Source: an optimization exercise on an open RTL-to-GDS flow (aim: small area). Production flows keep margins and buffers that such runs may drop. RTL that was checked went through simulation tests only; none was proved equivalent to the original.

==> nickel <==
==> flow/design.v (excerpt) <==
module fp_mult (clk, reset, a, b, res);
  input clk;
  input reset;
  input [31:0] a;
  input [31:0] b;
  output reg [31:0] res;
  wire [7:0] xe0;
  wire [23:0] ma0, mb0;
  fpm_pre pre (.a(a), .b(b), .xe(xe0), .ma(ma0), .mb(mb0));
  reg s1;
  reg [7:0] xe1;
  reg [23:0] ma1, mb1;
  always @(posedge clk) begin
    s1 <= a[31] ^ b[31];
    xe1 <= xe0;
    ma1 <= ma0;
    mb1 <= mb0;
  end
  wire [24:0] ph1;
  wire g1;
  fpm_mul mul (.ma(ma1), .mb(mb1), .ph(ph1), .g(g1));
  reg s2;
  reg [7:0] xe2;
  reg [24:0] ph2;
  reg g2;
  always @(posedge clk) begin
    s2 <= s1;
    xe2 <= xe1;
    ph2 <= ph1;
    g2 <= g1;
  end
  wire [30:0] r2;
  fpm_round rnd (.xe(xe2), .ph(ph2), .g(g2), .r(r2));
  reg [31:0] r3;
  always @(posedge clk) r3 <= {s2, r2};
  always @(posedge clk) res <= reset ? r3 : 32'd0;
endmodule
clock: 8.0 ns
lec_check: 0
cap_margin: 0
core_margin: 2
core_utilization: 60
cts_buf_list: sky130_fd_sc_hd__clkbuf_4 sky130_fd_sc_hd__clkbuf_8 sky130_fd_sc_hd__clkbuf_16
cts_cluster_size: 30
slew_margin: 0
synth_hierarchical: 1
synth_minimum_keep_size: 0
standard.sh (not shown) runs the stock make flow with config.mk's settings and CLKGATE_MAP_FILE= SYNTH_SCRIPT=/design/flow/synth_recipe.tcl, a recipe that flattens the netlist after the stock synthesis.
==> flow/flow/run.sh <==
#!/bin/bash
# Layout flow: the standard ORFS flow (standard synthesis unchanged),
# with the port buffers that global placement inserts made plain buf_1
# cells instead of the tool's default choice. Every input and output port
# still gets its own buffer.
set -euo pipefail
export BUFFER_PORTS_ARGS="-buffer_cell sky130_fd_sc_hd__buf_1"
bash standard.sh > standard_flow.log 2>&1
==> inputs of violet, as changes to nickel <==
==> flow/flow/run.sh (replaced) <==
#!/bin/bash
# Layout flow: the standard ORFS flow (standard synthesis unchanged) with
#  - plain buf_1 cells as the port buffers global placement inserts (every
#    input and output port still gets its own buffer);
#  - clock tree built from clkbuf_8 (clkbuf_16 at the root), without the
#    dummy loads CTS otherwise adds for balancing.
set -euo pipefail
export BUFFER_PORTS_ARGS="-buffer_cell sky130_fd_sc_hd__buf_1"
export CTS_ARGS="-sink_clustering_enable -repair_clock_nets -buf_list sky130_fd_sc_hd__clkbuf_8 -root_buf sky130_fd_sc_hd__clkbuf_16 -dont_use_dummy_load"
bash standard.sh > standard_flow.log 2>&1
- ABC_AREA: default -> 1
- CTS_BUF_LIST: sky130_fd_sc_hd__clkbuf_4 sky130_fd_sc_hd__clkbuf_8 sky130_fd_sc_hd__clkbuf_16 -> sky130_fd_sc_hd__clkbuf_8
- CTS_CLUSTER_SIZE: 30 -> default
==> summary.txt <==
                                                   nickel        violet
Status                    no timing/DRC/antenna violations  no timing/DRC/antenna violations
Place WS                                          0.840 ns       1.08 ns
Global-route layer with the greatest usage            met1          met2
First-pass GRT wire length                        75900 um     102000 um
Cell total after placement                            1946          4083
Area used by multi-input combinational logic  0.0135 sq mm  0.0148 sq mm
Met3 usage in global routing                         0.104        0.0855
Met1 Track Usage GR                                  0.500         0.458
Cell with the most instances after synthesis          fa_1         inv_1
FILL cells                                            2336          3755
Worst r2r src                                       mb1[1]        mb1[2]
Origin of the worst min-delay path                  xe1[2]        xe1[7]
Layout Utilization                                   0.646         0.634
Mux contribution to synthesized area                0.0149             0
Arrival time at the worst endpoint                 7.51 ns       7.18 ns
Number of nets in the final layout                    2047          4050

==> inputs of trial 93 <==
Another version of the RTL of fp_mult (not shown whole).
## fp_mult
module fp_mult (clk, reset, a, b, res);
  input clk;
  input reset;
  input [31:0] a;
  input [31:0] b;
  output reg [31:0] res;
  wire [7:0] xe0;
  wire [23:0] ma0, mb0;
  fpm_pre pre (.a(a), .b(b), .xe(xe0), .ma(ma0), .mb(mb0));
  reg s1;
  reg [7:0] xe1;
  reg [23:0] ma1, mb1;
  always @(posedge clk) begin
    s1 <= a[31] ^ b[31];
    xe1 <= xe0;
    ma1 <= ma0;
    mb1 <= mb0;
  end
  wire [24:0] ph1;
  wire g1;
  fpm_mul mul (.ma(ma1), .mb(mb1), .ph(ph1), .g(g1));
  reg s2;
  reg [7:0] xe2;
  reg [24:0] ph2;
  reg g2;
  always @(posedge clk) begin
    s2 <= s1;
    xe2 <= xe1;
    ph2 <= ph1;
    g2 <= g1;
  end
  wire [30:0] r2;
  fpm_round rnd (.xe(xe2), .ph(ph2), .g(g2), .r(r2));
  reg [31:0] r3;
  always @(posedge clk) r3 <= {s2, r2};
  always @(posedge clk) res <= reset ? r3 : 32'd0;
endmodule
==> module fpm_pre, before the edit <==
module fpm_pre (a, b, xe, ma, mb);
  input [31:0] a;
  input [31:0] b;
  output [7:0] xe;
  output [23:0] ma;
  output [23:0] mb;
  assign xe = a[30:23] + b[30:23] + 8'd129;
  assign ma = {|a[30:23], a[22:0]};
  assign mb = {|b[30:23], b[22:0]};
endmodule
==> module fpm_round, before the edit <==
module fpm_round (xe, ph, g, r);
  input [7:0] xe;
  input [24:0] ph;
  input g;
  output [30:0] r;
  wire t = ph[24];
  wire [22:0] n = t ? ph[23:1] : ph[22:0];
  wire [23:0] rr = {1'b0, n} + g;
  wire [7:0] e = xe + t + rr[23];
  assign r = {e, rr[23] ? rr[23:1] : rr[22:0]};
endmodule
==> module fp_mult, before the edit <==
module fp_mult (clk, reset, a, b, res);
  input clk;
  input reset;
  input [31:0] a;
  input [31:0] b;
  output reg [31:0] res;
  wire [7:0] xe0;
  wire [23:0] ma0, mb0;
  fpm_pre pre (.a(a), .b(b), .xe(xe0), .ma(ma0), .mb(mb0));
  reg s1;
  reg [7:0] xe1;
  reg [23:0] ma1, mb1;
  always @(posedge clk) begin
    s1 <= a[31] ^ b[31];
    xe1 <= xe0;
    ma1 <= ma0;
    mb1 <= mb0;
  end
  wire [24:0] ph1;
  wire g1;
  fpm_mul mul (.ma(ma1), .mb(mb1), .ph(ph1), .g(g1));
  reg s2;
  reg [7:0] xe2;
  reg [24:0] ph2;
  reg g2;
  always @(posedge clk) begin
    s2 <= s1;
    xe2 <= xe1;
    ph2 <= ph1;
    g2 <= g1;
  end
  wire [30:0] r2;
  fpm_round rnd (.xe(xe2), .ph(ph2), .g(g2), .r(r2));
  reg [31:0] r3;
  always @(posedge clk) r3 <= {s2, r2};
  always @(posedge clk) res <= reset ? r3 : 32'd0;
endmodule
clock: 8.0 ns
lec_check: 0
cap_margin: 20
core_margin: 2
core_utilization: 40
slew_margin: 20
synth_hierarchical: 1
synth_minimum_keep_size: 0
run.sh (not shown) runs the stock make flow with config.mk's settings and CLKGATE_MAP_FILE= SYNTH_SCRIPT=/design/flow/synth_recipe.tcl, a recipe that flattens the netlist after the stock synthesis.
Stock flow here: none of the scripts above is used.
==> build 18: changes against trial 93 <==
--- a/flow/design.v
+++ b/flow/design.v
@@ -5,7 +5,19 @@
   output [23:0] ma;
   output [23:0] mb;
-  assign xe = a[30:23] + b[30:23] + 8'd129;
-  assign ma = {|a[30:23], a[22:0]};
-  assign mb = {|b[30:23], b[22:0]};
+  wire [7:0] ea = a[30:23];
+  wire [7:0] eb = b[30:23];
+  wire [7:0] c;
+  wire [7:0] s;
+  fpm_fa e0 (.a(ea[0]), .b(eb[0]), .c(1'b1), .s(s[0]), .co(c[1]));
+  genvar i;
+  generate
+    for (i = 1; i < 7; i = i + 1) begin : g_e
+      fpm_fa ei (.a(ea[i]), .b(eb[i]), .c(c[i]), .s(s[i]), .co(c[i + 1]));
+    end
+  endgenerate
+  assign s[7] = ~(ea[7] ^ eb[7] ^ c[7]);
+  assign xe = s;
+  assign ma = {|ea, a[22:0]};
+  assign mb = {|eb, b[22:0]};
 endmodule
 module fpm_mul (ma, mb, ph, g);
@@ -1229,7 +1241,24 @@
   wire t = ph[24];
   wire [22:0] n = t ? ph[23:1] : ph[22:0];
-  wire [23:0] rr = {1'b0, n} + g;
-  wire [7:0] e = xe + t + rr[23];
-  assign r = {e, rr[23] ? rr[23:1] : rr[22:0]};
+  wire [23:0] c;
+  wire [22:0] rr;
+  assign c[0] = g;
+  genvar i;
+  generate
+    for (i = 0; i < 23; i = i + 1) begin : g_r
+      fpm_ha ri (.a(n[i]), .b(c[i]), .s(rr[i]), .co(c[i + 1]));
+    end
+  endgenerate
+  wire ovf = c[23];
+  wire [7:0] e;
+  wire [8:0] ec;
+  fpm_fa e0 (.a(xe[0]), .b(t), .c(ovf), .s(e[0]), .co(ec[1]));
+  generate
+    for (i = 1; i < 7; i = i + 1) begin : g_e
+      fpm_ha ei (.a(xe[i]), .b(ec[i]), .s(e[i]), .co(ec[i + 1]));
+    end
+  endgenerate
+  assign e[7] = xe[7] ^ ec[7];
+  assign r = {e, rr[22] | ovf, rr[21:0]};
 endmodule
 module fp_mult (clk, reset, a, b, res);
==> flow/flow/run.sh (new file) <==
#!/bin/bash
# Layout flow: the standard ORFS flow (standard synthesis unchanged),
# with the port buffers that global placement inserts made plain buf_1
# cells instead of the tool's default choice. Every input and output port
# still gets its own buffer.
set -euo pipefail
export BUFFER_PORTS_ARGS="-buffer_cell sky130_fd_sc_hd__buf_1"
bash standard.sh > standard_flow.log 2>&1
==> flow/standard.sh (new file) <==
#!/bin/bash
# synth_recipe.tcl (not shown) runs the flow's synth.tcl, then flattens the netlist and writes it again
# the make line also repeats each setting of config.mk as NAME=value (left out here)
make -C /OpenROAD-flow-scripts/flow DESIGN_CONFIG=/design/flow/config.mk WORK_HOME=/design/flow/orfs CLKGATE_MAP_FILE= SYNTH_SCRIPT=/design/flow/synth_recipe.tcl "${@:-finish}"
- CAP_MARGIN: 20 -> 0
- CORE_UTILIZATION: 40 -> 60
- CTS_BUF_LIST: default -> sky130_fd_sc_hd__clkbuf_8
- SLEW_MARGIN: 20 -> 0
removed: flow/run.sh
==> build 86: changes against trial 93 <==
--- a/flow/design.v
+++ b/flow/design.v
@@ -5,7 +5,19 @@
   output [23:0] ma;
   output [23:0] mb;
-  assign xe = a[30:23] + b[30:23] + 8'd129;
-  assign ma = {|a[30:23], a[22:0]};
-  assign mb = {|b[30:23], b[22:0]};
+  wire [7:0] ea = a[30:23];
+  wire [7:0] eb = b[30:23];
+  wire [7:0] c;
+  wire [7:0] s;
+  fpm_fa e0 (.a(ea[0]), .b(eb[0]), .c(1'b1), .s(s[0]), .co(c[1]));
+  genvar i;
+  generate
+    for (i = 1; i < 7; i = i + 1) begin : g_e
+      fpm_fa ei (.a(ea[i]), .b(eb[i]), .c(c[i]), .s(s[i]), .co(c[i + 1]));
+    end
+  endgenerate
+  assign s[7] = ~(ea[7] ^ eb[7] ^ c[7]);
+  assign xe = s;
+  assign ma = {|ea, a[22:0]};
+  assign mb = {|eb, b[22:0]};
 endmodule
 module fpm_mul (ma, mb, ph, g);
@@ -1229,7 +1241,24 @@
   wire t = ph[24];
   wire [22:0] n = t ? ph[23:1] : ph[22:0];
-  wire [23:0] rr = {1'b0, n} + g;
-  wire [7:0] e = xe + t + rr[23];
-  assign r = {e, rr[23] ? rr[23:1] : rr[22:0]};
+  wire [23:0] c;
+  wire [22:0] rr;
+  assign c[0] = g;
+  genvar i;
+  generate
+    for (i = 0; i < 23; i = i + 1) begin : g_r
+      fpm_ha ri (.a(n[i]), .b(c[i]), .s(rr[i]), .co(c[i + 1]));
+    end
+  endgenerate
+  wire ovf = c[23];
+  wire [7:0] e;
+  wire [8:0] ec;
+  fpm_fa e0 (.a(xe[0]), .b(t), .c(ovf), .s(e[0]), .co(ec[1]));
+  generate
+    for (i = 1; i < 7; i = i + 1) begin : g_e
+      fpm_ha ei (.a(xe[i]), .b(ec[i]), .s(e[i]), .co(ec[i + 1]));
+    end
+  endgenerate
+  assign e[7] = xe[7] ^ ec[7];
+  assign r = {e, rr[22] | ovf, rr[21:0]};
 endmodule
 module fp_mult (clk, reset, a, b, res);
@@ -1266,6 +1295,6 @@
   wire [30:0] r2;
   fpm_round rnd (.xe(xe2), .ph(ph2), .g(g2), .r(r2));
-  reg [31:0] r3;
-  always @(posedge clk) r3 <= {s2, r2};
-  always @(posedge clk) res <= reset ? r3 : 32'd0;
+  reg [31:0] r3n;
+  always @(posedge clk) r3n <= ~{s2, r2};
+  always @(posedge clk) res <= ~(r3n | {32{~reset}});
 endmodule
==> results_dict.tcl <==
set metrics [dict create \
    met1_usage_pct 29.43 \
    grt_pass1_vias 13600 \
    status "complete, no violations" \
    first_pass_iters 5 \
    critical_path.max_fanout 26 \
    fmax_mhz 133.4 \
]
-- figures above: build 86

==> results_dict.tcl <==
set metrics [dict create \
    first_pass_iters 7 \
    clkbuf_count 17 \
    vias_per_cell 5.692 \
    met1_usage_pct 31.53 \
    critical_path.max_fanout 26 \
    fmax_mhz 133.9 \
    status "complete, no violations" \
    grt_pass1_vias 14110 \
]
-- figures above: trial 93

==> results_dict.tcl <==
set metrics [dict create \
    status "complete, no violations" \
    grt_pass1_vias 13040 \
    fmax_mhz 130.4 \
    critical_path.max_fanout 13 \
    met1_usage_pct 47.40 \
    first_pass_iters 5 \
]
-- figures above: build 18

The RTL of build 18 and build 86 was laid out without a check of its function.

-- what the ideal ports hide --
The flow's constraints put no driver on any port. The routed layouts listed below were extracted and timed again, unchanged, in two steps. Step 1 assumes that a clkbuf_16 drives the clock port and a buf_2 every other input. Step 2 also shifts input and output timing later by t, the mid clock arrival at the registers, as if the neighbouring blocks saw the same clock. a / b / c = ideal ports / drivers / drivers and shift; a / b = the first two.
| run | t (ns) | setup WS [ns] | worst hold slack (ns) | clock arrival spread, ns | worst register clock-pin slew, ns |
|---|---|---|---|---|---|
| nickel | 0.498 | 0.806 / 0.806 / 0.806 | 0.324 / 0.324 / 0.324 | 0.023 / 0.023 | 0.09 / 0.09 |
| violet | 0.486 | 1.133 / 1.133 / 1.133 | 0.327 / 0.327 / 0.327 | 0.050 / 0.050 | 0.10 / 0.10 |
| trial 93 | 0.506 | 0.529 / 0.529 / 0.529 | 0.328 / 0.328 / 0.328 | 0.021 / 0.021 | 0.08 / 0.08 |
| build 18 | 0.528 | 0.333 / 0.333 / 0.333 | 0.333 / 0.333 / 0.333 | 0.015 / 0.015 | 0.09 / 0.09 |
| build 86 | 0.521 | 0.505 / 0.505 / 0.505 | 0.328 / 0.328 / 0.328 | 0.020 / 0.020 | 0.08 / 0.08 |
After both steps setup and hold are still met in every run listed.
